Background: an optimization exercise with open tools, aiming at small area. Do not read the settings as production practice.
At most, simulation tests tie the RTL to the original design; equivalence was not proved.
Function not checked in run 1: the RTL went through the layout flow alone.
The clock port is modelled as an ideal driver; clocking choices that lean on that would not hold on a real chip.
No activity file was given, so power comes from the tool's default toggle rates.

File: flow/design.v
`timescale 1ns / 1ps
module TOP_image_and_mouse(
    input clk, reset_p,
    input data,
    input data_clk,
    input RsRx,
    input [0:0] sw,
    output Hsync, Vsync,
    output [3:0] V2M_Red, V2M_Green, V2M_Blue,
    output fb_we,
    output [16:0] fb_waddr,
    output [11:0] fb_wdata,
    output [16:0] fb_raddr,
    input  [11:0] fb_rdata);
    reg [1:0] pc;
    always @(posedge clk or posedge reset_p)
        if (reset_p) pc <= 2'd0;
        else         pc <= pc + 2'd1;
    wire tick = (pc == 2'd1);
    reg [9:0] hc, vc;
    always @(posedge clk or posedge reset_p)
        if (reset_p) hc <= 10'd800;
        else if (tick) hc <= (hc == 10'd802) ? 10'd2 : hc + 10'd1;
    wire vtick = (pc == 2'd3) && (hc == 10'd658);
    always @(posedge clk or posedge reset_p)
        if (reset_p) vc <= 10'd523;
        else if (vtick) vc <= (vc == 10'd524) ? 10'd0 : vc + 10'd1;
    wire h_on = (hc < 10'd642);
    wire v_on = (vc < 10'd480);
    wire disp = h_on && v_on;
    assign Hsync = !((hc >= 10'd658) && (hc <= 10'd753));
    assign Vsync = !((vc == 10'd491) || (vc == 10'd492));
    assign fb_raddr = {(v_on ? vc[8:1] : 8'd0), (h_on ? hc[9:1] : 9'd1)};
    wire px0 = h_on & hc[0];
    reg [11:0] last;
    reg [11:0] temp;      
    always @(posedge clk or posedge reset_p)
        if (reset_p) last <= 12'd0;
        else if (tick && sw[0] && px0) last <= fb_rdata;
    wire [12:0] bc;
    wire [11:0] bs;
    genvar i;
    generate for (i = 0; i < 12; i = i + 1) begin : g_bl
        wire ci = (i % 4 == 0) ? 1'b0 : bc[i];
        assign bs[i] = last[i] ^ fb_rdata[i] ^ ci;
        assign bc[i+1] = (last[i] & fb_rdata[i]) | (last[i] & ci) | (fb_rdata[i] & ci);
    end endgenerate
    wire [11:0] blend = {bc[12], bs[11:9], bc[8], bs[7:5], bc[4], bs[3:1]};
    always @(posedge clk)
        if (tick) temp <= (sw[0] && !px0) ? blend : fb_rdata;
    reg mc1, mc2;
    always @(posedge clk or posedge reset_p)
        if (reset_p) begin mc1 <= 1'b0; mc2 <= 1'b0; end
        else begin mc1 <= data_clk; mc2 <= mc1; end
    wire mnedge = mc2 & ~mc1;           
    wire mpre   = mc1 & ~data_clk;      
    reg [5:0] mcnt;
    reg f1, f2;
    always @(posedge clk or posedge reset_p)
        if (reset_p) begin mcnt <= 6'd0; f1 <= 1'b0; f2 <= 1'b0; end
        else begin
            if (mcnt == 6'd44) mcnt <= 6'd0;
            else if (mnedge) mcnt <= mcnt + 6'd1;
            f1 <= (mcnt == 6'd44);
            f2 <= f1;
        end
    reg [3:0] fl;         
    reg [7:0] mx, my;     
    wire cap_fl = mpre && (mcnt >= 6'd5)  && (mcnt <= 6'd8);
    wire cap_x  = mpre && (mcnt >= 6'd12) && (mcnt <= 6'd19);
    wire cap_y  = mpre && (mcnt >= 6'd23) && (mcnt <= 6'd30);
    wire jx0 = (mcnt == 6'd12), jx7 = (mcnt == 6'd19);
    wire jy0 = (mcnt == 6'd23), jy7 = (mcnt == 6'd30);
    wire bx = fl[2] ? (jx0 ? 1'b0 : jx7 ? fl[0] : ~fl[0]) : ~data;
    wire by = fl[3] ? (jy0 ? 1'b1 : jy7 ? ~fl[1] : fl[1]) : data;
    always @(posedge clk) begin
        if (cap_fl) fl <= {data, fl[3:1]};
        if (cap_x)  mx <= {bx, mx[7:1]};
        if (cap_y)  my <= {by, my[7:1]};
    end
    reg [12:0] ncx;
    reg [11:0] ncy;
    wire [13:0] xa = {1'b1, ncx}, xb = {{6{mx[7]}}, mx};
    wire [13:0] ya = {2'b11, ncy}, yb = {{6{my[7]}}, my};
    wire [14:0] xc, yc;
    wire [13:0] nx, ny;
    assign xc[0] = 1'b1;
    assign yc[0] = 1'b0;
    generate for (i = 0; i < 14; i = i + 1) begin : g_mv
        assign nx[i] = xa[i] ^ xb[i] ^ xc[i];
        assign xc[i+1] = (xa[i] & xb[i]) | (xa[i] & xc[i]) | (xb[i] & xc[i]);
        assign ny[i] = ya[i] ^ yb[i] ^ yc[i];
        assign yc[i+1] = (ya[i] & yb[i]) | (ya[i] & yc[i]) | (yb[i] & yc[i]);
    end endgenerate
    always @(posedge clk or posedge reset_p)
        if (reset_p) begin ncx <= 13'h1fff; ncy <= 12'hfff; end
        else if (f2) begin
            if (!nx[13]) ncx <= 13'h1fff;
            else if (!nx[12] & (!nx[11] | !nx[10])) ncx <= {~10'd639, nx[2:0]};
            else ncx <= nx[12:0];
            if (!ny[13]) ncy <= 12'hfff;
            else if (ny[11:8] == 4'd0) ncy <= {~9'd479, ny[2:0]};
            else ncy <= ny[11:0];
        end
    wire [9:0] nvx = ncx[12:3];           
    wire [9:0] nvy = {1'b1, ncy[11:3]};   
    wire [10:0] dxc, dyc;
    wire [9:0] dx, dy;
    assign dxc[0] = 1'b0;
    assign dyc[0] = 1'b1;
    generate for (i = 0; i < 10; i = i + 1) begin : g_cur
        assign dx[i] = hc[i] ^ nvx[i] ^ dxc[i];
        assign dxc[i+1] = (hc[i] & nvx[i]) | (hc[i] & dxc[i]) | (nvx[i] & dxc[i]);
        assign dy[i] = vc[i] ^ nvy[i] ^ dyc[i];
        assign dyc[i+1] = (vc[i] & nvy[i]) | (vc[i] & dyc[i]) | (nvy[i] & dyc[i]);
    end endgenerate
    wire cur = (dx[9:3] == 7'd0) && (dx[2:0] != 3'd0) &&
               (dy[9:3] == 7'd0) && (dy[2:0] != 3'd7);
    reg [11:0] rgb;
    always @(posedge clk or posedge reset_p)
        if (reset_p) rgb <= 12'd0;
        else if (!disp) rgb <= 12'd0;
        else rgb <= cur ? 12'hf00 : temp;
    assign {V2M_Red, V2M_Green, V2M_Blue} = rgb;
    reg rxd;
    wire upre = rxd & ~RsRx;    
    reg run;
    reg [3:0] ph;
    reg [9:0] baud;
    reg [1:0] bcnt;
    wire bwrap = (baud == 10'b0110011001);        
    wire bmid  = (baud == 10'b1000000101);        
    wire [9:0] bnext = {baud[8:0], ~(baud[9] ^ baud[6])};
    always @(posedge clk or posedge reset_p)
        if (reset_p) begin
            rxd <= 1'b0; run <= 1'b0; ph <= 4'd15; baud <= 10'd0; bcnt <= 2'd0;
        end
        else begin
            rxd <= RsRx;
            if (ph == 4'd8) begin
                baud <= 10'b0000000001;
                ph <= 4'd9;
                run <= upre;
                bcnt <= bcnt + 2'd1;
            end
            else if (!ph[3]) begin
                if (bwrap) begin baud <= 10'b0000000011; ph <= ph + 4'd1; end
                else baud <= bnext;
            end
            else begin
                if (ph != 4'd15) ph <= ph + 4'd1;
                if (run) begin
                    if (bwrap) begin baud <= 10'b0000000011; ph <= 4'd0; end
                    else baud <= bnext;
                end
                else if (upre) run <= 1'b1;
            end
        end
    reg [31:0] sh;        
    always @(posedge clk)
        if (!ph[3] && bmid) sh <= {RsRx, sh[31:1]};
    wire x_ok = !sh[9] && !(sh[8] && (sh[7] || sh[6]));
    wire y_ok = !sh[19] && !sh[18] && !(&sh[17:14]);
    assign fb_we    = (ph == 4'd14) && (bcnt == 2'd0) && x_ok && y_ok;
    assign fb_waddr = {sh[17:10], sh[8:0]};
    assign fb_wdata = sh[31:20];
endmodule
File: flow/flow/run.sh
#!/bin/bash
# Own layout flow: the standard flow (the standard synthesis unchanged),
# with minimum-size port buffers, a clock tree of clkbuf_8 without dummy
# loads, and logic cells downsized before the placement repair.
set -euo pipefail
here=$(pwd)
export BUFFER_PORTS_ARGS="-buffer_cell sky130_fd_sc_hd__buf_1"
export CTS_ARGS='-sink_clustering_enable -repair_clock_nets -buf_list {sky130_fd_sc_hd__clkbuf_4 sky130_fd_sc_hd__clkbuf_8} -dont_use_dummy_load'
export PRE_RESIZE_TCL="$here/flow/downsize.tcl"
bash standard.sh synth > "$here/synth.log" 2>&1
bash standard.sh > "$here/layout.log" 2>&1
File: flow/flow/downsize.tcl
# Before the placement repair: give every logic cell the smallest drive
# strength of its function; repair_design then fixes any slew, capacitance
# or fanout violation this causes.
set db [ord::get_db]
set block [ord::get_db_block]
set dont_use $::env(DONT_USE_CELLS)
set n 0
foreach inst [$block getInsts] {
  set m [$inst getMaster]
  if { [$m getType] ne "CORE" } { continue }
  set name [$m getName]
  if { ![regexp {^(sky130_fd_sc_hd__[a-z0-9]+)_([0-9]+)$} $name -> base ds] } { continue }
  set best $name
  set barea [expr { [$m getWidth] * [$m getHeight] }]
  foreach d {0 1 2 4 6 8 12 16} {
    set cand "${base}_$d"
    if { $cand eq $name || [lsearch -exact $dont_use $cand] >= 0 } { continue }
    set cm [$db findMaster $cand]
    if { $cm eq "NULL" } { continue }
    set a [expr { [$cm getWidth] * [$cm getHeight] }]
    if { $a < $barea } { set best $cand; set barea $a }
  }
  if { $best ne $name } {
    replace_cell [$inst getName] $best
    incr n
  }
}
puts "downsize: $n cells downsized"
File: flow/standard.sh
#!/bin/bash
# synth_recipe.tcl (not shown) runs the flow's synth.tcl, then flattens the netlist and writes it again
# the make line also repeats each setting of config.mk as NAME=value (left out here)
make -C /OpenROAD-flow-scripts/flow DESIGN_CONFIG=/design/flow/config.mk WORK_HOME=/design/flow/orfs CLKGATE_MAP_FILE= SYNTH_SCRIPT=/design/flow/synth_recipe.tcl "${@:-finish}"
File: flow/config.mk
export PLATFORM = sky130hd
export DESIGN_NAME = TOP_image_and_mouse
export DESIGN_NICKNAME = TOP_image_and_mouse
export VERILOG_FILES = /design/flow/design.v
export SDC_FILE = /design/flow/constraint.sdc
export NUM_CORES = 4
export LEC_CHECK = 0
export CAP_MARGIN = 20
export CORE_MARGIN = 2
export CORE_UTILIZATION = 40
export SLEW_MARGIN = 20
File: flow/constraint.sdc
create_clock -name core_clock -period 10.0 [get_ports {clk}]
set_input_delay 2.0000 -clock core_clock [delete_from_list [all_inputs] [get_ports {clk}]]
set_output_delay 2.0000 -clock core_clock [all_outputs]
set_load 0.01 [all_outputs]
==> impl_results.md, run 1 <==
- Outcome: timing/DRC/antenna clean
- Final core occ: 43.0%
- Least-Margin Pin Slew: 1.08 ns
- Detail Route Antenna Nets: 0
- Hold EP: f2$_DFF_PP0_
- Unrepaired setup endpoints after global routing: no
- Setup WS post-layout: 4.21 ns
- HPWL Detailed: 11.2 mm
- Full die area: 22200 µm²
- RD Place Congestion: 0.791
- Area delta synth->final: 6.74%
- Clock latency (worst-skew pair): 0.45 ns
- Kind of critical path: flop to flop
- Core area: 20800 µm²
- Final Slew Violations: 0
- Seq/Total Area, Yosys: 52.9%
- Syn_area_per_cell: 12.7 µm²
- Post-layout minimum cycle time: 5.79 ns
- Layout cells sized above 1: 11.5%
- Design internal power: 934 µW
- Unique masters post-synth: 63
- Hold_sp: f1$_DFF_PP0_
- Register bit total from synthesis: 163
- Worst R2R Path Depth: 20
- Synth Warn #: 1
- CTS tree: yes
- First-pass GRT wire length: 25.6 mm
- Post-synthesis cell count: 661
- Critical Path Start Type: flop
- Hold WC Path Type: flop to flop
- Setup violators final: 0
- Max-slew headroom: 27.5%
- Worst slack, placed: 4.22 ns
- Post-Route WL: 15.2 mm
- Hold Path Stages: 0
- Synthesized Nets: 747
- EDFF count, synth: 64
- Inserted Clock Buffers: 17
- WP data arrival: 6.13 ns
- Share of flip-flops with an asynchronous set or reset: 60.7%
- Cell Pwr Density: 138 nW/µm²
- Root Buffer: clkbuf_8
- Main synth FF type: edfxtp_1
- Initial DRC count: 239
- Wire per inst: 15.4 µm
- Clock-pin slew on the worst setup and hold paths: 0.08 ns
- R2R Setup Slk: 4.21 ns
- Diode count: 0
- Rows: 53
- Setup TNS Final: 0 ns
- Clock skew: 0.0297 ns
- Clock Sinks: 163
- Initial Util: 40.3%
- Post_cts resized: 0
- Number of H-tree levels: 4
- Residual DRC count: 0
- Post-CTS Setup Bufs: 0
- Vias: 4959
- Sw Share: 24.5%
- Vias in the first global route: 5111
- DIE WIDTH: 149 µm
- Synth Cell Area: 8400 µm²
- Worst path required time: 10.35 ns
- Sequential share of power: 61.2%
- Tot GR Track Use: 14.7%
- Final period util: 57.9%
- CP endpoint kind: flop
- CP Max Fanout: 7
- Die H: 149 µm
- Max Cap Violations: 0
- First-pass detailed-route iteration total: 4
- Via density: 5.01
- Final net count: 802
- P_leak: 3.51 nW
- Post-CTS Hold Fix Bufs: 0
- Port Buffers: 78
- Max clock buf depth: 2
- Worst reg2reg endpoint: ncx[4]$_DFFE_PP1P_
- Initial antenna violation count: 0
- Max Clock Freq: 173 MHz
- Sw power: 303 µW
- VDD IR max: 0.0000670 V
- Largest net degree at the start of global routing: 35
- Comb power frac: 10.4%
- Ports: 79
- Fin. Hold Viols: 0
- Reg2reg start: ncx[0]$_DFFE_PP1P_
- Grt total ovfl: 0
- Clk pwr share: 28.4%
state kept, by name, indices dropped and copies added (netlist names), 4 cells and up:
signal,cells
sh,32
ncx,13
last,12
ncy,12
rgb,12
temp,12
baud,10
hc,10
vc,10
mx,8
my,8
mcnt,6
fl,4
ph,4
synthesized netlist by cell type, types with 11 or more instances:
cell / count / area share, %
edfxtp_1: 64 / 23
dfrtp_1: 63 / 19
inv_1: 63 / 2.8
fa_1: 48 / 11
nor2_1: 43 / 1.9
dfstp_2: 36 / 11
buf_4: 30 / 2.7
nand2_1: 24 / 1.1
and2_1: 20 / 1.5
ha_1: 20 / 3.0
o22a_1: 20 / 2.1
a21oi_1: 15 / 0.89
mux2i_1: 15 / 1.8
mux2_2: 14 / 1.9
nand4_1: 14 / 1.0
nand3_1: 13 / 0.77
o21ai_0: 12 / 0.72
clkbuf_1: 11 / 0.49
nor3_1: 11 / 0.66
xnor2_1: 11 / 1.1
cells by family (layout without fill, tap and decap cells):
family / Yosys count / in the layout / share of synthesized area (%)
simple gates: 182 / 182 / 12.4
fa+ha+maj: 68 / 68 / 14.4
flops: 163 / 163 / 52.9
compound gates: 80 / 80 / 6.75
xor+xnor: 21 / 21 / 2.37
mux: 34 / 34 / 4.34
buf+inv: 113 / 166 / 6.79
cells in the final DEF (no fill, tap or decap), types with 24 or more instances in the layout:
cell type / netlist / layout
nor2_1: 43 / 42
inv_1: 63 / 62
nand2_1: 24 / 24
dfstp_2: 36 / 36
fa_1: 48 / 48
buf_1: 2 / 80
edfxtp_1: 64 / 64
dfrtp_1: 63 / 63
power groups by stage:
stage | clock network (mW) | registers, mW | logic (mW)
finish | 0.352 | 0.758 | 0.128
CTS | 0.372 | 0.757 | 0.130
global route | 0.395 | 0.762 | 0.149
detailed placement | 0 | 0.770 | 0.130
global placement | 0 | 0.769 | 0.121
floorplan | 0 | 0.755 | 0.106
stage by stage:
step	hold slack [ns]	instances	power (mW)	cell area [µm²]
after floorplan	0.331	661	0.861	8400
after global placement	0.337	969	0.889	8740
after detailed placement	0.336	972	0.900	8730
after CTS	0.356	989	1.26	8960
after global routing	0.364	989	1.31	8960
final	0.355	989	1.24	8960
worst max-delay path, cell delays in order (launching register included):
cell	delay, ns
dfstp_2	0.53
inv_1	0.04
ha_1	0.17
inv_1	0.07
fa_1	0.17
fa_1	0.16
inv_1	0.05
fa_1	0.38
fa_1	0.39
fa_1	0.39
fa_1	0.38
fa_1	0.39
fa_1	0.40
fa_1	0.41
fa_1	0.38
inv_1	0.08
fa_1	0.18
fa_1	0.46
a21oi_1	0.43
nor2_1	0.08
o22a_1	0.18
worst max path at each step:
stage | to | slack [ns] | startpoint | cells after the start
floorplan | ncy[3]$_DFFE_PP1P_ | 4.47 | my[0]$_DFFE_PP_ | 17
CTS | ncx[6]$_DFFE_PP1P_ | 4.22 | ncx[0]$_DFFE_PP1P_ | 20
global placement | ncx[9]$_DFFE_PP1P_ | 4.41 | ncx[0]$_DFFE_PP1P_ | 20
global route | ncx[4]$_DFFE_PP1P_ | 3.92 | ncx[0]$_DFFE_PP1P_ | 20
detailed placement | ncy[3]$_DFFE_PP1P_ | 4.22 | my[0]$_DFFE_PP_ | 16
finish | ncx[4]$_DFFE_PP1P_ | 4.21 | ncx[0]$_DFFE_PP1P_ | 20
per-layer routing:
| metal | share of wire [%] | vias to the layer above | global-route usage [%] |
|---|---|---|---|
| li1 | - | 2350 | - |
| met1 | 46 | 2490 | 20.1 |
| met2 | 49 | 105 | 23.3 |
| met3 | 3.8 | 14 | 3.39 |
| met4 | 1.1 | 0 | 4.52 |
| met5 | 0 | - | 0 |
area by class of cell:
type | count | area [µm²]
sequential | 163 | 4440
fill | 1993 | 11900
timing repair buffer | 86 | 375
multi-input combinational | 385 | 3330
clock buffer | 17 | 234
tap | 275 | 344
inverter | 63 | 236
==> inputs of run 2 (changes only) <==
--- a/flow/design.v
+++ b/flow/design.v
@@ -13,15 +13,13 @@
     output [16:0] fb_raddr,
     input  [11:0] fb_rdata);
     reg [1:0] pc;
+    reg [9:0] hc, vc;
+    wire tick = (pc == 2'd3);
     always @(posedge clk or posedge reset_p)
-        if (reset_p) pc <= 2'd0;
-        else         pc <= pc + 2'd1;
-    wire tick = (pc == 2'd1);
-    reg [9:0] hc, vc;
-    always @(posedge clk or posedge reset_p)
-        if (reset_p) hc <= 10'd800;
-        else if (tick) hc <= (hc == 10'd802) ? 10'd2 : hc + 10'd1;
-    wire vtick = (pc == 2'd3) && (hc == 10'd658);
+        if (reset_p) {hc, pc} <= {10'd800, 2'd2};
+        else if (tick && hc == 10'd802) {hc, pc} <= {10'd2, 2'd0};
+        else {hc, pc} <= {hc, pc} + 12'd1;
+    wire vtick = (pc == 2'd1) && (hc == 10'd658);
     always @(posedge clk or posedge reset_p)
         if (reset_p) vc <= 10'd523;
         else if (vtick) vc <= (vc == 10'd524) ? 10'd0 : vc + 10'd1;
@@ -80,8 +78,9 @@
     end
     reg [12:0] ncx;
     reg [11:0] ncy;
-    wire [13:0] xa = {1'b1, ncx}, xb = {{6{mx[7]}}, mx};
-    wire [13:0] ya = {2'b11, ncy}, yb = {{6{my[7]}}, my};
+    wire [7:0] gx = mx | {8{~f2}}, gy = my & {8{f2}};
+    wire [13:0] xa = {1'b1, ncx}, xb = {{6{gx[7]}}, gx};
+    wire [13:0] ya = {2'b11, ncy}, yb = {{6{gy[7]}}, gy};
     wire [14:0] xc, yc;
     wire [13:0] nx, ny;
     assign xc[0] = 1'b1;
@@ -94,7 +93,7 @@
     end endgenerate
     always @(posedge clk or posedge reset_p)
         if (reset_p) begin ncx <= 13'h1fff; ncy <= 12'hfff; end
-        else if (f2) begin
+        else begin
             if (!nx[13]) ncx <= 13'h1fff;
             else if (!nx[12] & (!nx[11] | !nx[10])) ncx <= {~10'd639, nx[2:0]};
             else ncx <= nx[12:0];
--- a/flow/flow/run.sh
+++ b/flow/flow/run.sh
@@ -5,7 +5,7 @@
 set -euo pipefail
 here=$(pwd)
 export BUFFER_PORTS_ARGS="-buffer_cell sky130_fd_sc_hd__buf_1"
-export CTS_ARGS='-sink_clustering_enable -repair_clock_nets -buf_list {sky130_fd_sc_hd__clkbuf_4 sky130_fd_sc_hd__clkbuf_8} -dont_use_dummy_load'
+export CTS_ARGS="-sink_clustering_enable -repair_clock_nets -buf_list sky130_fd_sc_hd__clkbuf_8 -dont_use_dummy_load"
 export PRE_RESIZE_TCL="$here/flow/downsize.tcl"
 bash standard.sh synth > "$here/synth.log" 2>&1
 bash standard.sh > "$here/layout.log" 2>&1
--- a/flow/config.mk
+++ b/flow/config.mk
@@ -7,5 +7,5 @@
 export LEC_CHECK = 0
 export CAP_MARGIN = 20
 export CORE_MARGIN = 2
-export CORE_UTILIZATION = 40
+export CORE_UTILIZATION = 60
 export SLEW_MARGIN = 20
==> run 2 against run 1 <==
Effect of this change: largest power group unchanged; count of clock-buffer cells in the layout is the same; clock skew shrank 0.011 ns; largest cell class unchanged; sequential power grew 2%.
==> impl_results.md, run 2 <==
- Outcome: timing/DRC/antenna clean
- Max reg flops: 32
- Clock latency (worst-skew pair): 0.44 ns
- Filler Cell Count: 1059
- Clock Sinks: 163
- Most frequent cell on the critical path: fa_1
- Least-Margin Pin Slew: 1.07 ns
- Final period util: 65.6%
- Max clock buf depth: 2
- Most common cell after layout, fill and taps aside: buf_1
- Top post-synthesis cells by area: edfxtp_1 23%, dfrtp_1 19%, dfstp_2 12%, fa_1 12%, buf_4 2.6%
- First-pass GRT wire length: 23.7 mm
- Setup TNS Final: 0 ns
- Die H: 121 µm
- WP data arrival: 6.89 ns
- Tot GR Track Use: 21.0%
- Rows: 42
- Worst path top cell family by delay: adder cells
- Initial DRC count: 237
- Largest net degree at the start of global routing: 36
- Max Cap Violations: 0
- Max-slew headroom: 28.4%
- Via density: 5.41
- Biggest area consumer among synthesized cells: edfxtp_1
- Synth Cell Area: 8220 µm²
- Most frequent cells in the layout: 79 x buf_1, 64 x edfxtp_1, 62 x dfrtp_1, 56 x inv_1, 48 x fa_1
- Main synth FF type: edfxtp_1
- Area of the multi-input gates: 3250 µm²
- CTS tree: yes
- R2R Setup Slk: 3.44 ns
- Full die area: 14600 µm²
- Inserted Clock Buffers: 17
- Post-synth top area share: 23.4%
- Worst path bufs/invs: 5
- CP Max Fanout: 16
- Diode count: 0
- Sequential cell area: 4450 µm²
- Ports: 79
- Unique masters post-synth: 59
- CP max-delay cell: xnor2_1
- Final net count: 789
- Area post-placement: 8460 µm²
- Design Area, Final: 8710 µm²
- Post-CTS Setup Bufs: 0
- Vias: 4769
- Slowest stage delay, CP: 0.86 ns
- Post-layout minimum cycle time: 6.56 ns
- Hold WC Path Type: flop to flop
- Biggest regs: sh (32), ncx (13)
- EDFF count, synth: 64
- HPWL Detailed: 10.2 mm
- Synth Warn #: 1
- Cell Pwr Density: 144 nW/µm²
- Kind of critical path: flop to flop
- Max Clock Freq: 152 MHz
- Most instantiated cells after synthesis: 64 x edfxtp_1, 62 x dfrtp_1, 57 x inv_1, 48 x fa_1, 43 x nand2_1
- Initial Util: 61.8%
- Clock-pin slew on the worst setup and hold paths: 0.07 ns
- CP endpoint kind: flop
- Vias in the first global route: 4874
- Clock skew: 0.0187 ns
- RD Place Congestion: 0.882
- VDD IR max: 0.000128 V
- Post-CTS Hold Fix Bufs: 0
- Most numerous cell in the Yosys netlist: edfxtp_1
- Worst path required time: 10.33 ns
- Core area: 13300 µm²
- Critical Path Start Type: flop
- Final Slew Violations: 0
- Syn_area_per_cell: 12.6 µm²
- Port Buffers: 78
- DIE WIDTH: 121 µm
- Wire per inst: 15.8 µm
- Layout cells sized above 1: 11.6%
- Detail Route Antenna Nets: 0
- Fin. Hold Viols: 0
- Biggest register: sh
- Number of H-tree levels: 4
- Unrepaired setup endpoints after global routing: no
- Post_cts resized: 0
- Seq/Total Area, Yosys: 54.1%
- Residual DRC count: 0
- Synthesized Nets: 733
- Post-Route WL: 13.9 mm
- CP Cell Sequence: nor2b_1, ha_1, inv_1, fa_1, inv_1, fa_1, inv_1, fa_1, fa_1, fa_1, fa_1, fa_1, fa_1, fa_1, fa_1, inv_1, fa_1, inv_1, fa_1, xnor2_1, nand3b_1
- P_leak: 3.52 nW
- Initial antenna violation count: 0
- First-pass detailed-route iteration total: 5
- Setup violators final: 0
- Share of flip-flops with an asynchronous set or reset: 60.7%
- Register bit total from synthesis: 163
- Post-synthesis cell count: 651
- Area delta synth->final: 6.01%
- Grt total ovfl: 0
- Root Buffer: clkbuf_8
run 2: final timing paths:
check | depth (start not counted) | from | to
max in group asynchronous | 4 | reset_p | ncx[5]$_DFF_PP1_
hold reg to reg | 0 | f1$_DFF_PP0_ | f2$_DFF_PP0_
hold / removal | 0 | f1$_DFF_PP0_ | f2$_DFF_PP0_
setup reg to reg | 21 | f2$_DFF_PP0_ | ncx[10]$_DFF_PP1_
setup / recovery | 21 | f2$_DFF_PP0_ | ncx[10]$_DFF_PP1_
min in group asynchronous | 2 | reset_p | rxd$_DFF_PP0_
run 2: cell families after synthesis:
kind of cell,count (synthesis),synth area share [%]
adders and majority gates,64,14.1
AOI/OAI and AO/OA,68,5.68
buffers and inverters,103,6.27
xor gates and xnor gates,24,2.56
muxes,28,3.67
and+or+nand+nor,201,13.6
DFF,163,54.1
run 2: power by group:
group	internal, mW	total, mW	switching, mW
Clock	0.150	0.346	0.196
Sequential	0.739	0.776	0.0374
Combinational	0.0609	0.135	0.0739
run 2: final cells by class:
cell class | instances | area share, %
Clock buffer | 17 | 2.69
Multi-Input combinational cell | 385 | 37.3
Sequential cell | 163 | 51.0
Timing Repair Buffer | 83 | 3.98
Inverter | 57 | 2.46
Tap cell | 176 | 2.53
run 2: stage by stage:
stage | power, mW | hold WS (ns) | std cells | util, % | setup WS, ns
floorplan | 0.883 | 0.331 | 651 | - | 4.06
global placement | 0.914 | 0.333 | 862 | 63.6 | 3.76
detailed placement | 0.924 | 0.342 | 864 | 63.7 | 3.38
CTS | 1.27 | 0.367 | 881 | 65.4 | 3.40
global route | 1.33 | 0.382 | 881 | 65.5 | 3.08
finish | 1.26 | 0.358 | 881 | 65.5 | 3.44
run 2: routing by layer:
layer | global-route usage [%] | part of all wire, % | vias to the layer above
met5 | 0 | 0 | -
met4 | 6.76 | 0.76 | 0
li1 | - | - | 2277
met3 | 5.12 | 4.0 | 8
met2 | 32.7 | 48 | 100
met1 | 29.4 | 47 | 2384
==> inputs of run 3 (changes only) <==
--- a/flow/config.mk
+++ b/flow/config.mk
@@ -7,5 +7,5 @@
 export LEC_CHECK = 0
 export CAP_MARGIN = 20
 export CORE_MARGIN = 2
-export CORE_UTILIZATION = 60
+export CORE_UTILIZATION = 40
 export SLEW_MARGIN = 20
==> run 3 against run 2 <==
Effect of this change: clock skew up 0.015 ns; clock power up 1%; utilization decreased by 22 points; sequential power about the same; non-clock buffer count stayed put; critical path type unchanged; highest routed layer unchanged.
==> impl_results.md, run 3 <==
- Clock Sinks: 163
- DIE WIDTH: 147 µm
- Clock latency (worst-skew pair): 0.45 ns
- Layer with the highest usage: met2
- Clock-pin slew on the worst setup and hold paths: 0.08 ns
- Met2 Use GR: 23.6%
- Syn_area_per_cell: 12.6 µm²
- Least-Margin Pin Slew: 1.01 ns
- Cell Pwr Density: 143 nW/µm²
- Biggest regs: sh (32), ncx (13)
- Detail Route Antenna Nets: 0
- Register bit total from synthesis: 163
- Post-layout minimum cycle time: 6.46 ns
- CP endpoint kind: flop
- Post-synth top area share: 23.4%
- Hold_sp: f1$_DFF_PP0_
- RD Place Congestion: 0.802
- Max Cap Violations: 0
- R2R Setup Slk: 3.54 ns
- Post-Route WL: 14.6 mm
- HPWL Detailed: 10.9 mm
- Full die area: 21700 µm²
- Final period util: 64.6%
- Most instantiated cells after synthesis: 64 x edfxtp_1, 62 x dfrtp_1, 57 x inv_1, 48 x fa_1, 43 x nand2_1
- Hold WC Path Type: flop to flop
- CTS tree: yes
- Tot GR Track Use: 14.6%
- Reg2reg start: f2$_DFF_PP0_
- M1 GR Usage: 19.4%
- Design internal power: 949 µW
- Sequential share of power: 61.6%
- Worst path required time: 10.33 ns
- Vias: 4817
- Diode count: 0
- Post-CTS Hold Fix Bufs: 0
- Clock skew: 0.0335 ns
- Layout cells sized above 1: 11.2%
- Vias in the first global route: 5053
- Hold EP: f2$_DFF_PP0_
- Outcome: timing/DRC/antenna clean
- Grt total ovfl: 0
- Share of flip-flops with an asynchronous set or reset: 60.7%
- Port Buffers: 78
- CP Max Fanout: 16
- Root Buffer: clkbuf_8
- Largest net degree at the start of global routing: 33
- Inserted Clock Buffers: 17
- Post_cts resized: 0
- Initial Util: 40.7%
- Synth Cell Area: 8220 µm²
- Fin. Hold Viols: 0
- Max-slew headroom: 32.4%
- Filler Cell Count: 1894
- Biggest area consumer among synthesized cells: edfxtp_1
- Core area: 20200 µm²
- Kind of critical path: flop to flop
- Biggest register: sh
- Area delta synth->final: 7.29%
- Max Clock Freq: 155 MHz
- Hold_ws: 0.341 ns
- Overall power: 1.26 mW
- P_leak: 3.52 nW
- Ports: 79
- Synthesized Nets: 733
- Initial antenna violation count: 0
- Worst reg2reg endpoint: ncx[11]$_DFF_PP1_
- Number of H-tree levels: 4
- Setup TNS Final: 0 ns
- Unrepaired setup endpoints after global routing: no
- Residual DRC count: 0
- Sw Share: 24.6%
- Comb power frac: 10.6%
- Clk pwr share: 27.9%
- First-pass detailed-route iteration total: 4
- Max clock buf depth: 2
- Sequential cell area: 4450 µm²
- Post-synthesis cell count: 651
- Main synth FF type: edfxtp_1
- Wire per inst: 14.9 µm
- Initial DRC count: 151
- Via density: 4.94
- Critical Path Start Type: flop
- Worst R2R Path Depth: 21
- Unique masters post-synth: 59
- Final net count: 789
- Global-route met3 utilization: 3.26%
- Seq/Total Area, Yosys: 54.1%
- Setup violators final: 0
- Top post-synthesis cells by area: edfxtp_1 23%, dfrtp_1 19%, dfstp_2 12%, fa_1 12%, buf_4 2.6%
- First-pass GRT wire length: 25.1 mm
- VDD IR max: 0.0000596 V
- Placed insts: 958
- Non-Filler Instances: 975
- Max reg flops: 32
- Die H: 147 µm
- Area of the multi-input gates: 3240 µm²
- Hold Path Stages: 0
- Rows: 52
- Post-CTS Setup Bufs: 0
- Synth Warn #: 1
- EDFF count, synth: 64
- Final Slew Violations: 0
- WP data arrival: 6.79 ns
- Most numerous cell in the Yosys netlist: edfxtp_1
- Sw power: 309 µW
- Most frequent cells in the layout: 79 x buf_1, 64 x edfxtp_1, 62 x dfrtp_1, 57 x inv_1, 48 x fa_1
- Most common cell after layout, fill and taps aside: buf_1
## run 3: cell counts after synthesis
No cell type changed its count.
## run 3: worst max-delay path by stage
stage                      start           endpoint  slack [ns]  cells past startpoint
floorplan           f2$_DFF_PP0_  ncx[11]$_DFF_PP1_        4.06                     23
detailed placement  f2$_DFF_PP0_  ncx[11]$_DFF_PP1_        3.46                     21
CTS                 f2$_DFF_PP0_  ncx[11]$_DFF_PP1_        3.47                     21
global placement    f2$_DFF_PP0_  ncx[11]$_DFF_PP1_        3.80                     21
finish              f2$_DFF_PP0_  ncx[11]$_DFF_PP1_        3.54                     21
global route        f2$_DFF_PP0_   ncx[6]$_DFF_PP1_        3.11                     21
## run 3: final cells by class
type                       count  share of cell area, %
sequential                   163                   50.4
timing repair buffer          83                   3.93
inverter                      57                   2.43
multi-input combinational    385                   36.7
clock buffer                  17                   2.65
tap                          270                   3.83
## run 3: per-layer routing
layer	share of wire, %	up-vias
met1	46	2426
met4	1.7	0
li1	-	2279
met5	0	-
met3	3.7	16
met2	49	96
## run 3: power groups by stage
stage | logic, mW | registers [mW] | clock network, mW
floorplan | 0.113 | 0.770 | 0
global placement | 0.126 | 0.787 | 0
detailed placement | 0.135 | 0.788 | 0
CTS | 0.136 | 0.776 | 0.368
global route | 0.157 | 0.781 | 0.396
finish | 0.133 | 0.775 | 0.350
## run 3: per-stage QoR
stage               util, %  setup slack [ns]  instance area (µm²)
global placement       42.5              3.80                 8580
detailed placement     42.5              3.46                 8580
CTS                    43.7              3.47                 8820
floorplan                 -              4.06                 8220
finish                 43.7              3.54                 8820
global route           43.7              3.11                 8820
## run 3: logic make-up (layout without fill, tap and decap cells)
kind of cell,Yosys count,count (layout),share of synthesized area [%]
and+or+nand+nor,201,201,13.6
DFF,163,163,54.1
buffers and inverters,103,157,6.27
AOI/OAI and AO/OA,68,68,5.68
adders and majority gates,64,64,14.1
muxes,28,28,3.67
xor gates and xnor gates,24,24,2.56
## run 3: worst max-delay path, stage by stage, from the launching register on
cell and delay, ns:
dfrtp_1 0.61, nor2b_1 0.20, ha_1 0.16, inv_1 0.05, fa_1 0.35, inv_1 0.07, fa_1 0.16, inv_1 0.05
fa_1 0.37, fa_1 0.39, fa_1 0.40, fa_1 0.39, fa_1 0.40, fa_1 0.39, fa_1 0.39, fa_1 0.36
inv_1 0.08, fa_1 0.16, inv_1 0.05, fa_1 0.37, xnor2_1 0.78, nand3_1 0.16
==> inputs of run 4 (changes only) <==
--- a/flow/config.mk
+++ b/flow/config.mk
@@ -5,7 +5,7 @@
 export SDC_FILE = /design/flow/constraint.sdc
 export NUM_CORES = 4
 export LEC_CHECK = 0
-export CAP_MARGIN = 20
+export CAP_MARGIN = 0
 export CORE_MARGIN = 2
 export CORE_UTILIZATION = 40
-export SLEW_MARGIN = 20
+export SLEW_MARGIN = 0
==> run 4 against run 3 <==
Effect of this change: utilization down 0.099 points; global-route usage about the same; fmax up 0.24%; cell area down 0.23%; routed wire length about the same; first-iteration DRC count up 41%; sequential power about the same; combinational power about the same; critical endpoint unchanged.
==> impl_results.md, run 4 <==
- Cell Pwr Density: 143 nW/µm²
- Fin. Hold Viols: 0
- Tot GR Track Use: 14.6%
- Seq/Total Area, Yosys: 54.1%
- Residual DRC count: 0
- Synth Warn #: 1
- HPWL Detailed: 10.9 mm
- Number of H-tree levels: 4
- DIE WIDTH: 147 µm
- First-pass detailed-route iteration total: 4
- Post-CTS Setup Bufs: 0
- Kind of critical path: flop to flop
- P_leak: 3.51 nW
- Top post-synthesis cells by area: edfxtp_1 23%, dfrtp_1 19%, dfstp_2 12%, fa_1 12%, buf_4 2.6%
- Syn_area_per_cell: 12.6 µm²
- Vias: 4726
- CP Cell Sequence: nor2b_1, ha_1, inv_1, fa_1, inv_1, fa_1, inv_1, fa_1, fa_1, fa_1, fa_1, fa_1, fa_1, fa_1, fa_1, inv_1, fa_1, inv_1, fa_1, xnor2_1, nand3_1
- Detail Route Antenna Nets: 0
- Synth Cell Area: 8220 µm²
- Clock skew: 0.0327 ns
- Vias in the first global route: 5057
- Share of flip-flops with an asynchronous set or reset: 60.7%
- Setup violators final: 0
- Worst setup path start: f2$_DFF_PP0_
- Clock Sinks: 163
- Layout cells sized above 1: 11.1%
- Diode count: 0
- Most instantiated cells after synthesis: 64 x edfxtp_1, 62 x dfrtp_1, 57 x inv_1, 48 x fa_1, 43 x nand2_1
- Max Cap Violations: 0
- Post-layout minimum cycle time: 6.44 ns
- Max Clock Freq: 155 MHz
- Overall power: 1.25 mW
- VDD IR max: 0.0000824 V
- Worst path required time: 10.32 ns
- Full die area: 21700 µm²
- Inserted Clock Buffers: 17
- First-pass GRT wire length: 25.1 mm
- Post-CTS Hold Fix Bufs: 0
- Clock latency (worst-skew pair): 0.45 ns
- Max-slew headroom: 33.6%
- Root Buffer: clkbuf_8
- Initial Util: 40.7%
- Unrepaired setup endpoints after global routing: no
- Reg2reg start: f2$_DFF_PP0_
- Wire per inst: 14.9 µm
- Die H: 147 µm
- Most numerous cell in the Yosys netlist: edfxtp_1
- WP data arrival: 6.77 ns
- Post-Route WL: 14.6 mm
- Main synth FF type: edfxtp_1
- Critical Path Start Type: flop
- Max clock buf depth: 2
- Setup TNS Final: 0 ns
- CP Max Fanout: 16
- Final core occ: 43.6%
- Core area: 20200 µm²
- Final period util: 64.4%
- Most common cell after layout, fill and taps aside: buf_1
- Biggest regs: sh (32), ncx (13)
- Ports: 79
- Area delta synth->final: 7.05%
- Largest net degree at the start of global routing: 41
- Grt total ovfl: 0
- Biggest area consumer among synthesized cells: edfxtp_1
- Hold_sp: f1$_DFF_PP0_
- Post_cts resized: 0
- Least-Margin Pin Slew: 0.989 ns
- Most frequent cells in the layout: 79 x buf_1, 64 x edfxtp_1, 62 x dfrtp_1, 57 x inv_1, 48 x fa_1
- Initial antenna violation count: 0
- Final net count: 788
- Outcome: timing/DRC/antenna clean
- Slowest stage delay, CP: 0.76 ns
- Initial DRC count: 213
- Via density: 4.85
- CP endpoint kind: flop
- Unique masters post-synth: 59
- Most frequent cell on the critical path: fa_1
- CP max-delay cell: xnor2_1
- Port Buffers: 78
- CTS tree: yes
- Max reg flops: 32
- Register bit total from synthesis: 163
- Post-synthesis cell count: 651
- RD Place Congestion: 0.802
- Final Slew Violations: 0
- EDFF count, synth: 64
- Post-synth top area share: 23.4%
- Synthesized Nets: 733
- Biggest register: sh
- Hold WC Path Type: flop to flop
- Clock-pin slew on the worst setup and hold paths: 0.08 ns
- Rows: 52
## run 4: per-stage QoR
| step | cells | setup WS (ns) | area [µm²] | hold WS, ns |
|---|---|---|---|---|
| finish | 974 | 3.56 | 8800 | 0.358 |
| global route | 974 | 3.11 | 8800 | 0.375 |
| CTS | 974 | 3.48 | 8800 | 0.364 |
| detailed placement | 957 | 3.49 | 8560 | 0.342 |
| global placement | 956 | 3.80 | 8580 | 0.340 |
| floorplan | 651 | 4.06 | 8220 | 0.331 |
## run 4: kinds of logic after synthesis
kind of cell,share of synthesized area [%]
XOR/XNOR,2.56
adder cells (fa/ha/maj),14.1
buffers and inverters,6.27
flip-flops,54.1
AND/OR/NAND/NOR,13.6
AO/OA/AOI/OAI,5.68
multiplexers,3.67
## run 4: final timing paths
check	endpoint	cells past startpoint	slack, ns
max	ncx[11]$_DFF_PP1_	21	3.56
min	f2$_DFF_PP0_	0	0.36
max reg2reg	ncx[11]$_DFF_PP1_	21	3.56
min reg2reg	f2$_DFF_PP0_	0	0.36
max in group asynchronous	ph[1]$_DFFE_PP1P_	4	6.62
min in group asynchronous	rgb[1]$_DFF_PP0_	2	1.73
## run 4: power by group
part	switching [mW]	total (mW)	leakage, nW	internal [mW]
Clock	0.197	0.347	0.122	0.150
Combinational	0.0719	0.132	1.67	0.0599
Sequential	0.0366	0.775	1.72	0.739
## run 4: critical path: cells and delay by family (launching register included)
family	cells	cell delay, ns
XOR/XNOR	1	0.76
adder cells (fa/ha/maj)	13	4.30
buffers and inverters	5	0.30
flip-flops	1	0.61
AND/OR/NAND/NOR	2	0.36
## run 4: layout make-up
cell class	count	area, µm²
clock buffer	17	234
tap	270	338
multi-input combinational	385	3240
fill	1913	11400
sequential	163	4450
inverter	57	214
timing repair buffer	82	327
## run 4: layer usage
| metal | vias to the layer above | track usage (%) | share of wire [%] |
|---|---|---|---|
| met4 | 0 | 4.23 | 1.1 |
| met3 | 8 | 3.54 | 4.4 |
| met5 | - | 0 | 0 |
| met1 | 2357 | 19.5 | 45 |
| met2 | 88 | 23.9 | 49 |
| li1 | 2273 | - | - |
==> inputs of run 5 (changes only) <==
--- a/flow/flow/run.sh
+++ b/flow/flow/run.sh
@@ -5,7 +5,7 @@
 set -euo pipefail
 here=$(pwd)
 export BUFFER_PORTS_ARGS="-buffer_cell sky130_fd_sc_hd__buf_1"
-export CTS_ARGS="-sink_clustering_enable -repair_clock_nets -buf_list sky130_fd_sc_hd__clkbuf_8 -dont_use_dummy_load"
+export CTS_ARGS='-repair_clock_nets -buf_list sky130_fd_sc_hd__clkbuf_16 -dont_use_dummy_load'
 export PRE_RESIZE_TCL="$here/flow/downsize.tcl"
 bash standard.sh synth > "$here/synth.log" 2>&1
 bash standard.sh > "$here/layout.log" 2>&1
--- a/flow/config.mk
+++ b/flow/config.mk
@@ -5,7 +5,7 @@
 export SDC_FILE = /design/flow/constraint.sdc
 export NUM_CORES = 4
 export LEC_CHECK = 0
-export CAP_MARGIN = 0
+export CAP_MARGIN = 20
 export CORE_MARGIN = 2
 export CORE_UTILIZATION = 40
-export SLEW_MARGIN = 0
+export SLEW_MARGIN = 20
==> run 5 against run 4 <==
Effect of this change: synthesized cell count did not move; synthesized area is the same; die area is the same; clock power rose by 48%; non-clock buffer count increased by 1; via count up 1.4%.
==> impl_results.md, run 5 <==
- Outcome: timing/DRC/antenna clean
- Synth Warn #: 1
- HPWL Detailed: 10.9 mm
- P_leak: 3.61 nW
- Core area: 20200 µm²
- Root Buffer: clkbuf_16
- Most common cell after layout, fill and taps aside: buf_1
- Vias in the first global route: 5027
- Most frequent cells in the layout: 79 x buf_1, 64 x edfxtp_1, 62 x dfrtp_1, 57 x inv_1, 48 x fa_1
- CTS tree: yes
- Initial Util: 40.7%
- Fin. Hold Viols: 0
- Clock latency (worst-skew pair): 0.42 ns
- Post-Route WL: 14.6 mm
- Syn_area_per_cell: 12.6 µm²
- Post-CTS Setup Bufs: 0
- CP Cell Sequence: nor2b_1, ha_1, inv_1, fa_1, inv_1, fa_1, inv_1, fa_1, fa_1, fa_1, fa_1, fa_1, fa_1, fa_1, fa_1, inv_1, fa_1, inv_1, fa_1, xnor2_1, nand3_1
- Initial antenna violation count: 0
- Worst slack, placed: 3.46 ns
- Overall power: 1.42 mW
- Detail Route Antenna Nets: 0
- Via density: 4.92
- Post-layout minimum cycle time: 6.46 ns
- Post-synth top area share: 23.4%
- Biggest area consumer among synthesized cells: edfxtp_1
- Number of H-tree levels: 4
- Max Clock Freq: 155 MHz
- Clock-pin slew on the worst setup and hold paths: 0.06 ns
- Slowest stage delay, CP: 0.79 ns
- Most instantiated cells after synthesis: 64 x edfxtp_1, 62 x dfrtp_1, 57 x inv_1, 48 x fa_1, 43 x nand2_1
- Setup violators final: 0
- Vias: 4793
- Port Buffers: 78
- Clock Sinks: 163
- Least-Margin Pin Slew: 0.993 ns
- Largest net degree at the start of global routing: 33
- Tot GR Track Use: 14.6%
- Inserted Clock Buffers: 17
- Max reg flops: 32
- Rows: 52
- Critical Path Start Type: flop
- EDFF count, synth: 64
- Setup WS post-layout: 3.54 ns
- Synthesized Nets: 733
- Hold_ws: 0.344 ns
- Post-synthesis cell count: 651
- CP Max Fanout: 16
- Diode count: 0
- Biggest regs: sh (32), ncx (13)
- Wire per inst: 15.0 µm
- Max clock buf depth: 2
- First-pass detailed-route iteration total: 4
- Unique masters post-synth: 59
- Final period util: 64.6%
- Max-slew headroom: 33.4%
- Cell Pwr Density: 158 nW/µm²
- Max Cap Violations: 0
- Final net count: 789
- CP endpoint kind: flop
- Area delta synth->final: 9.62%
- RD Place Congestion: 0.802
- Setup TNS Final: 0 ns
- Post-CTS Hold Fix Bufs: 0
- VDD IR max: 0.0000838 V
- Kind of critical path: flop to flop
- Final Slew Violations: 0
- Filler Cell Count: 1876
- Clock skew: 0.0225 ns
- Hold WC Path Type: flop to flop
- WP data arrival: 6.77 ns
- Synth Cell Area: 8220 µm²
- Main synth FF type: edfxtp_1
- Full die area: 21700 µm²
- Worst path required time: 10.31 ns
- Ports: 79
- Share of flip-flops with an asynchronous set or reset: 60.7%
- Biggest register: sh
- Grt total ovfl: 0
- Unrepaired setup endpoints after global routing: no
- Top post-synthesis cells by area: edfxtp_1 23%, dfrtp_1 19%, dfstp_2 12%, fa_1 12%, buf_4 2.6%
- Layout cells sized above 1: 11.2%
- Die H: 147 µm
- Sequential cell area: 4450 µm²
- Seq/Total Area, Yosys: 54.1%
- CP max-delay cell: xnor2_1
- Post_cts resized: 0
- DIE WIDTH: 147 µm
- Residual DRC count: 0
- Most frequent cell on the critical path: fa_1
- Initial DRC count: 177
- Area of the multi-input gates: 3240 µm²
- First-pass GRT wire length: 25.2 mm
- Most numerous cell in the Yosys netlist: edfxtp_1
- Register bit total from synthesis: 163
## run 5: cell count changes in the layout (fill, tap and decap cells not counted)
cell       change
clkbuf_16     +17
clkbuf_8      -17
buf_12         +1
## run 5: path summary, 6_finish.rpt
kind | startpoint | end | slack, ns | cells past startpoint
setup / recovery | f2$_DFF_PP0_ | ncx[11]$_DFF_PP1_ | 3.54 | 21
hold / removal | f1$_DFF_PP0_ | f2$_DFF_PP0_ | 0.34 | 0
setup reg to reg | f2$_DFF_PP0_ | ncx[11]$_DFF_PP1_ | 3.54 | 21
hold reg to reg | f1$_DFF_PP0_ | f2$_DFF_PP0_ | 0.34 | 0
max in group asynchronous | reset_p | ncx[2]$_DFF_PP1_ | 6.83 | 4
min in group asynchronous | reset_p | rgb[1]$_DFF_PP0_ | 1.76 | 2
## run 5: layer usage
metal	up-vias	part of all wire (%)	GRT usage, %
met4	0	1.9	5.58
li1	2277	-	-
met1	2419	47	19.5
met2	82	49	23.5
met3	15	3.0	3.26
met5	-	0	0
## run 5: power by group
part	internal (mW)	total, mW	switching (mW)
Sequential	0.740	0.776	0.0364
Combinational	0.0607	0.133	0.0724
Clock	0.294	0.515	0.221
## run 5: critical path, delay by kind of cell (launching register included)
family | cells | cell delay [ns]
buffers and inverters | 5 | 0.30
and+or+nand+nor | 2 | 0.36
adders and majority gates | 13 | 4.28
xor gates and xnor gates | 1 | 0.79
DFF | 1 | 0.60
## run 5: cells by family after synthesis
group,after synthesis,share of synthesized area (%)
fa+ha+maj,64,14.1
mux,28,3.67
simple gates,201,13.6
flops,163,54.1
compound gates,68,5.68
buf+inv,103,6.27
xor+xnor,24,2.56
## run 5: final cells by class
class | instances | area share [%]
Sequential cell | 163 | 49.4
Multi-Input combinational cell | 385 | 35.9
Clock buffer | 17 | 4.72
Timing Repair Buffer | 83 | 3.85
Tap cell | 270 | 3.75
Inverter | 57 | 2.38
## run 5: stage by stage
step	utilization [%]	cell area [µm²]	instances
2_1_floorplan	-	8220	651
3_3_place_gp	42.5	8580	956
3_5_place_dp	42.5	8580	958
4_1_cts	44.7	9010	975
5_1_grt	44.7	9010	975
6_report	44.7	9010	975
==> inputs of run 6 (changes only) <==
--- a/flow/flow/run.sh
+++ b/flow/flow/run.sh
@@ -5,7 +5,7 @@
 set -euo pipefail
 here=$(pwd)
 export BUFFER_PORTS_ARGS="-buffer_cell sky130_fd_sc_hd__buf_1"
-export CTS_ARGS='-repair_clock_nets -buf_list sky130_fd_sc_hd__clkbuf_16 -dont_use_dummy_load'
+export CTS_ARGS='-sink_clustering_enable -repair_clock_nets -buf_list sky130_fd_sc_hd__clkbuf_8 -dont_use_dummy_load -sink_clustering_size 30 -sink_clustering_max_diameter 100 -sink_clustering_levels 1'
 export PRE_RESIZE_TCL="$here/flow/downsize.tcl"
 bash standard.sh synth > "$here/synth.log" 2>&1
 bash standard.sh > "$here/layout.log" 2>&1
==> run 6 against run 5 <==
Effect of this change: critical endpoint unchanged; largest cell class unchanged; largest power group unchanged; synthesized area is the same; global-route usage is essentially flat; critical path depth is the same; utilization shrank 0.95 points; combinational power is essentially flat; sequential cell count is the same; cell area shrank 2.1%; count of clock-buffer cells in the layout is the same; final cell count is the same; highest routed layer unchanged; fmax is essentially flat; register-to-register slack is essentially flat.
==> impl_results.md, run 6 <==
- Residual DRC count: 0
- Post_cts resized: 0
- Post-synthesis cell count: 651
- Max-slew headroom: 32.4%
- WP data arrival: 6.79 ns
- Root Buffer: clkbuf_8
- First-pass GRT wire length: 25.1 mm
- Worst reg2reg endpoint: ncx[11]$_DFF_PP1_
- Number of H-tree levels: 4
- Hold Path Stages: 0
- CTS tree: yes
- R2R Setup Slk: 3.54 ns
- CP endpoint kind: flop
- Most numerous cell in the Yosys netlist: edfxtp_1
- Max Cap Violations: 0
- Final net count: 789
- Outcome: timing/DRC/antenna clean
- Max Clock Freq: 155 MHz
- Largest net degree at the start of global routing: 33
- Share of flip-flops with an asynchronous set or reset: 60.7%
- Metal2 WL: 7.10 mm
- Layout cells sized above 1: 11.2%
- HPWL Detailed: 10.9 mm
- Core area: 20200 µm²
- First-pass detailed-route iteration total: 4
- Fin. Hold Viols: 0
- Hold_sp: f1$_DFF_PP0_
- Via density: 4.94
- Setup TNS Final: 0 ns
- Grt total ovfl: 0
- Synthesized Nets: 733
- Synth Warn #: 1
- Hold WC Path Type: flop to flop
- P_leak: 3.52 nW
- Post-Route WL: 14.6 mm
- Worst R2R Path Depth: 21
- Non-Filler Instances: 975
- Post-layout minimum cycle time: 6.46 ns
- Max reg flops: 32
- Setup violators final: 0
- EDFF count, synth: 64
- Kind of critical path: flop to flop
- DIE WIDTH: 147 µm
- Wire per inst: 14.9 µm
- Unrepaired setup endpoints after global routing: no
- Least-Margin Pin Slew: 1.01 ns
- Initial Util: 40.7%
- Final period util: 64.6%
- Main synth FF type: edfxtp_1
- DR WL met3: 538 µm
- Post-synth top area share: 23.4%
- Reg2reg start: f2$_DFF_PP0_
- Biggest regs: sh (32), ncx (13)
- Unique masters post-synth: 59
- Full die area: 21700 µm²
- Final Slew Violations: 0
- Tot GR Track Use: 14.6%
- Die H: 147 µm
- Critical Path Start Type: flop
- Seq/Total Area, Yosys: 54.1%
- Clock-pin slew on the worst setup and hold paths: 0.08 ns
- Syn_area_per_cell: 12.6 µm²
- Most common cell after layout, fill and taps aside: buf_1
- VDD IR max: 0.0000596 V
- Clock skew: 0.0335 ns
- Max clock buf depth: 2
- Cell Pwr Density: 143 nW/µm²
- Initial antenna violation count: 0
- Detail Route Antenna Nets: 0
- Post-CTS Setup Bufs: 0
- Worst path required time: 10.33 ns
- Clock latency (worst-skew pair): 0.45 ns
- Wire length on met1: 6.67 mm
- Inserted Clock Buffers: 17
- Synth Cell Area: 8220 µm²
- Hold EP: f2$_DFF_PP0_
- Diode count: 0
- Vias: 4817
- Initial DRC count: 151
- Placed insts: 958
- Clock Sinks: 163
- Top Metal Used: met4
- Overall power: 1.26 mW
- CP Max Fanout: 16
- RD Place Congestion: 0.802
- Most frequent cells in the layout: 79 x buf_1, 64 x edfxtp_1, 62 x dfrtp_1, 57 x inv_1, 48 x fa_1
- Vias in the first global route: 5053
- Final core occ: 43.7%
- Biggest register: sh
- Rows: 52
- Most instantiated cells after synthesis: 64 x edfxtp_1, 62 x dfrtp_1, 57 x inv_1, 48 x fa_1, 43 x nand2_1
- Area delta synth->final: 7.29%
- Register bit total from synthesis: 163
- Top post-synthesis cells by area: edfxtp_1 23%, dfrtp_1 19%, dfstp_2 12%, fa_1 12%, buf_4 2.6%
- Post-CTS Hold Fix Bufs: 0
- Port Buffers: 78
- Ports: 79
- Biggest area consumer among synthesized cells: edfxtp_1
run 6: cells by family after synthesis:
| kind of cell | count (synthesis) | synth area share [%] |
|---|---|---|
| muxes | 28 | 3.67 |
| and+or+nand+nor | 201 | 13.6 |
| DFF | 163 | 54.1 |
| xor gates and xnor gates | 24 | 2.56 |
| buffers and inverters | 103 | 6.27 |
| adders and majority gates | 64 | 14.1 |
| AOI/OAI and AO/OA | 68 | 5.68 |
run 6: worst max-delay path, cell delays in order, from the launching register on:
cell and delay [ns]:
dfrtp_1 0.61, nor2b_1 0.20, ha_1 0.16, inv_1 0.05, fa_1 0.35, inv_1 0.07
fa_1 0.16, inv_1 0.05, fa_1 0.37, fa_1 0.39, fa_1 0.40, fa_1 0.39
fa_1 0.40, fa_1 0.39, fa_1 0.39, fa_1 0.36, inv_1 0.08, fa_1 0.16
inv_1 0.05, fa_1 0.37, xnor2_1 0.78, nand3_1 0.16
run 6: how the worst max path moves through the flow:
stage	startpoint	end	slack (ns)	cells after the start
3_3_place_gp	f2$_DFF_PP0_	ncx[11]$_DFF_PP1_	3.80	21
5_1_grt	f2$_DFF_PP0_	ncx[6]$_DFF_PP1_	3.11	21
4_1_cts	f2$_DFF_PP0_	ncx[11]$_DFF_PP1_	3.47	21
3_5_place_dp	f2$_DFF_PP0_	ncx[11]$_DFF_PP1_	3.46	21
6_report	f2$_DFF_PP0_	ncx[11]$_DFF_PP1_	3.54	21
2_1_floorplan	f2$_DFF_PP0_	ncx[11]$_DFF_PP1_	4.06	23
run 6: through the flow:
stage / area [µm²] / hold slack, ns / setup slack (ns)
4_1_cts: 8820 / 0.349 / 3.47
6_report: 8820 / 0.341 / 3.54
5_1_grt: 8820 / 0.359 / 3.11
3_5_place_dp: 8580 / 0.342 / 3.46
3_3_place_gp: 8580 / 0.340 / 3.80
2_1_floorplan: 8220 / 0.331 / 4.06
run 6: cell type report:
type	count	area, µm²
Sequential cell	163	4450
Timing Repair Buffer	83	347
Tap cell	270	338
Clock buffer	17	234
Multi-Input combinational cell	385	3240
Fill cell	1894	11400
Inverter	57	214
run 6: power breakdown:
group          switching, mW  internal, mW
registers             0.0365         0.738
logic                 0.0722        0.0607
clock network          0.200         0.150
total                  0.309         0.949
run 6: layer usage:
layer | vias up | global-route usage (%)
li1 | 2279 | -
met1 | 2426 | 19.4
met2 | 96 | 23.6
met3 | 16 | 3.26
met4 | 0 | 5.43
met5 | - | 0
==> inputs of run 7 (changes only) <==
==> flow/flow/run.sh (replaced) <==
#!/bin/bash
# Own layout flow: the standard flow (the standard synthesis unchanged),
# with minimum-size port buffers, logic cells downsized before the placement
# repair, and a clock tree of clkbuf_4 (no dummy loads) in which only the
# buffers whose loads would see too slow a clock edge are made larger.
set -euo pipefail
here=$(pwd)
export BUFFER_PORTS_ARGS="-buffer_cell sky130_fd_sc_hd__buf_1"
export CTS_ARGS="-sink_clustering_enable -repair_clock_nets -buf_list sky130_fd_sc_hd__clkbuf_4 -dont_use_dummy_load"
export PRE_RESIZE_TCL="$here/flow/downsize.tcl"
export POST_CTS_TCL="$here/flow/clkfix.tcl"
bash standard.sh synth > "$here/synth.log" 2>&1
bash standard.sh > "$here/layout.log" 2>&1
==> flow/flow/clkfix.tcl (new file) <==
# After clock tree synthesis with clkbuf_4: give each clock buffer whose
# loads see a slew above the target the next larger clkbuf, until none does,
# then legalize the placement again.
set target 0.110
set block [ord::get_db_block]
for {set iter 0} {$iter < 6} {incr iter} {
  estimate_parasitics -placement
  set changed 0
  foreach inst [$block getInsts] {
    set m [[$inst getMaster] getName]
    if { ![string match "sky130_fd_sc_hd__clkbuf_*" $m] } { continue }
    set onet [[$inst findITerm X] getNet]
    if { $onet eq "NULL" } { continue }
    set worst 0
    foreach it [$onet getITerms] {
      if { [$it getInst] eq $inst } { continue }
      set p [get_pins -quiet "[[$it getInst] getName]/[[$it getMTerm] getName]"]
      if { $p eq "" } { continue }
      set s [get_property $p slew_max]
      if { $s > $worst } { set worst $s }
    }
    if { $worst > $target } {
      set next ""
      switch -- $m {
        sky130_fd_sc_hd__clkbuf_1 { set next sky130_fd_sc_hd__clkbuf_2 }
        sky130_fd_sc_hd__clkbuf_2 { set next sky130_fd_sc_hd__clkbuf_4 }
        sky130_fd_sc_hd__clkbuf_4 { set next sky130_fd_sc_hd__clkbuf_8 }
        sky130_fd_sc_hd__clkbuf_8 { set next sky130_fd_sc_hd__clkbuf_16 }
      }
      if { $next ne "" } { replace_cell [$inst getName] $next; incr changed }
    }
  }
  puts "clkfix: pass $iter, $changed clock buffers upsized"
  if { $changed == 0 } { break }
}
detailed_placement
check_placement -verbose
estimate_parasitics -placement
--- a/flow/config.mk
+++ b/flow/config.mk
@@ -7,5 +7,5 @@
 export LEC_CHECK = 0
 export CAP_MARGIN = 20
 export CORE_MARGIN = 2
-export CORE_UTILIZATION = 40
+export CORE_UTILIZATION = 30
 export SLEW_MARGIN = 20
==> run 7 against run 6 <==
Effect of this change: count of clock-buffer cells in the layout unchanged; sequential power barely moved; cell area rose by 0.65%; synthesized cell count stayed put; largest power group unchanged; register-to-register slack gained 0.26 ns; non-clock buffer count unchanged; die area rose by 32%; still clean; largest cell class unchanged; setup slack improved by 0.26 ns; via count down 1.2%.
==> impl_results.md, run 7 <==
- Outcome: timing/DRC/antenna clean
- Most common cell after layout, fill and taps aside: buf_1
- Critical Path Start Type: flop
- Final net count: 789
- Max Cap Violations: 0
- Synth Warn #: 1
- CP Cell Sequence: nor2b_1, ha_1, inv_1, fa_1, inv_1, fa_1, inv_1, fa_1, fa_1, fa_1, fa_1, fa_1, fa_1, fa_1, fa_1, inv_1, fa_1, inv_1, fa_1, xnor2_2, nand3_1
- Vias in the first global route: 4790
- Initial antenna violation count: 0
- Detail Route Antenna Nets: 0
- P_leak: 3.51 nW
- Most numerous cell in the Yosys netlist: edfxtp_1
- Ports: 79
- Cell Pwr Density: 139 nW/µm²
- Most frequent cells in the layout: 79 x buf_1, 64 x edfxtp_1, 62 x dfrtp_1, 56 x inv_1, 48 x fa_1
- Unrepaired setup endpoints after global routing: no
- Top post-synthesis cells by area: edfxtp_1 23%, dfrtp_1 19%, dfstp_2 12%, fa_1 12%, buf_4 2.6%
- DIE WIDTH: 169 µm
- Hold WC Path Type: flop to flop
- Biggest register: sh
- Clock latency (worst-skew pair): 0.38 ns
- Initial Util: 30.5%
- WP data arrival: 6.49 ns
- Most instantiated cells after synthesis: 64 x edfxtp_1, 62 x dfrtp_1, 57 x inv_1, 48 x fa_1, 43 x nand2_1
- Max Clock Freq: 161 MHz
- Register bit total from synthesis: 163
- Layout cells sized above 1: 11.5%
- Worst path required time: 10.29 ns
- Biggest regs: sh (32), ncx (13)
- Synthesized Nets: 733
- Final period util: 62.0%
- Seq/Total Area, Yosys: 54.1%
- Syn_area_per_cell: 12.6 µm²
- Clock skew: 0.0319 ns
- Diode count: 0
- RD Place Congestion: 0.779
- Wire per inst: 14.4 µm
- Hold_ws: 0.354 ns
- Least-Margin Pin Slew: 0.982 ns
- Post-layout minimum cycle time: 6.20 ns
- Main synth FF type: edfxtp_1
- CP max-delay cell: dfrtp_1
- Slowest stage delay, CP: 0.59 ns
- Post-synthesis cell count: 651
- Rows: 60
- Post-Route WL: 15.1 mm
- HPWL Detailed: 11.2 mm
- Final Slew Violations: 0
- CTS tree: yes
- Max reg flops: 32
- Initial DRC count: 343
- First-pass GRT wire length: 25.0 mm
- Unique masters post-synth: 59
- Final core occ: 32.9%
- Clock Sinks: 163
- Grt total ovfl: 0
- Area delta synth->final: 7.99%
- EDFF count, synth: 64
- Setup TNS Final: 0 ns
- Kind of critical path: flop to flop
- Fin. Hold Viols: 0
- Largest net degree at the start of global routing: 34
- Die H: 169 µm
- Full die area: 28700 µm²
- CP Max Fanout: 16
- Setup violators final: 0
- Residual DRC count: 0
- Biggest area consumer among synthesized cells: edfxtp_1
- Clock-pin slew on the worst setup and hold paths: 0.10 ns
- Core area: 27000 µm²
- CP endpoint kind: flop
- Port Buffers: 78
- Max-slew headroom: 34.1%
- Most frequent cell on the critical path: fa_1
- Vias: 4757
- Post-synth top area share: 23.4%
- Share of flip-flops with an asynchronous set or reset: 60.7%
- VDD IR max: 0.0000713 V
- Tot GR Track Use: 11.0%
- Synth Cell Area: 8220 µm²
- First-pass detailed-route iteration total: 4
- Via density: 4.55
## run 7: kinds of logic after synthesis
kind of cell	after synthesis	share of synthesized area, %
AOI/OAI and AO/OA	68	5.68
xor gates and xnor gates	24	2.56
adders and majority gates	64	14.1
buffers and inverters	103	6.27
DFF	163	54.1
muxes	28	3.67
and+or+nand+nor	201	13.6
## run 7: layout make-up
type,instances,area (µm²)
inverter,57,214
timing repair buffer,83,347
multi-input combinational,385,3250
clock buffer,17,195
fill,2650,18100
tap,341,427
sequential,163,4450
## run 7: worst paths after layout
check | from | to | slack [ns] | cells after the start
setup / recovery | f2$_DFF_PP0_ | ncx[11]$_DFF_PP1_ | 3.80 | 21
hold / removal | f1$_DFF_PP0_ | f2$_DFF_PP0_ | 0.35 | 0
setup reg to reg | f2$_DFF_PP0_ | ncx[11]$_DFF_PP1_ | 3.80 | 21
hold reg to reg | f1$_DFF_PP0_ | f2$_DFF_PP0_ | 0.35 | 0
max in group asynchronous | reset_p | ph[1]$_DFFE_PP1P_ | 6.83 | 5
min in group asynchronous | reset_p | rgb[4]$_DFF_PP0_ | 1.71 | 2
## run 7: critical path, delay by kind of cell (launching register included)
kind	cells	cell delay, ns
DFF	1	0.59
buffers and inverters	5	0.29
xor gates and xnor gates	1	0.55
adders and majority gates	13	4.33
and+or+nand+nor	2	0.36
## run 7: metrics by stage
| stage | cells | area (µm²) | worst slack (ns) | total power, mW |
|---|---|---|---|---|
| finish | 1046 | 8870 | 3.80 | 1.24 |
| global route | 1046 | 8870 | 3.43 | 1.31 |
| detailed placement | 1029 | 8670 | 3.52 | 0.920 |
| global placement | 1027 | 8660 | 3.67 | 0.918 |
| floorplan | 651 | 8220 | 4.06 | 0.883 |
## run 7: layer usage
metal	part of all wire, %	GRT usage [%]	vias to the layer above
met3	4.4	3.17	11
met5	0	0	-
li1	-	-	2280
met1	48	14.8	2389
met4	0.73	3.23	0
met2	47	17.4	77
## run 7: where the power goes
part	internal, mW	total (mW)	switching (mW)
clock network	0.128	0.331	0.203
logic	0.0594	0.131	0.0719
registers	0.738	0.774	0.0363
total	0.925	1.24	0.311

port drivers added, routing unchanged:
In the flow no input, the clock included, has a driving cell. The finished layouts below were timed again as built, in two steps.
Step 1 assumes that a clkbuf_16 drives the clock port and a buf_2 every other input.
Step 2 moves the port delays by t, midway between the first and last clock arrival at a register: inputs arrive t later, outputs are due t later. That takes back most of the time a late clock gives input paths.
Three values: ideal ports, drivers, drivers and shift; two values: the first two.
run | t (ns) | setup WS [ns] | latest minus earliest clock arrival (ns)
run 1 | 0.472 | 4.215 / 4.215 / 4.215 | 0.030 / 0.030
run 2 | 0.474 | 3.437 / 3.437 / 3.437 | 0.020 / 0.021
run 3 | 0.476 | 3.542 / 3.542 / 3.542 | 0.038 / 0.038
run 4 | 0.470 | 3.557 / 3.557 / 3.557 | 0.048 / 0.048
run 5 | 0.461 | 3.539 / 3.539 / 3.539 | 0.027 / 0.027
run 6 | 0.476 | 3.542 / 3.542 / 3.542 | 0.038 / 0.038
run 7 | 0.403 | 3.797 / 3.797 / 3.797 | 0.033 / 0.032
After both steps setup and hold are still met in every run listed.
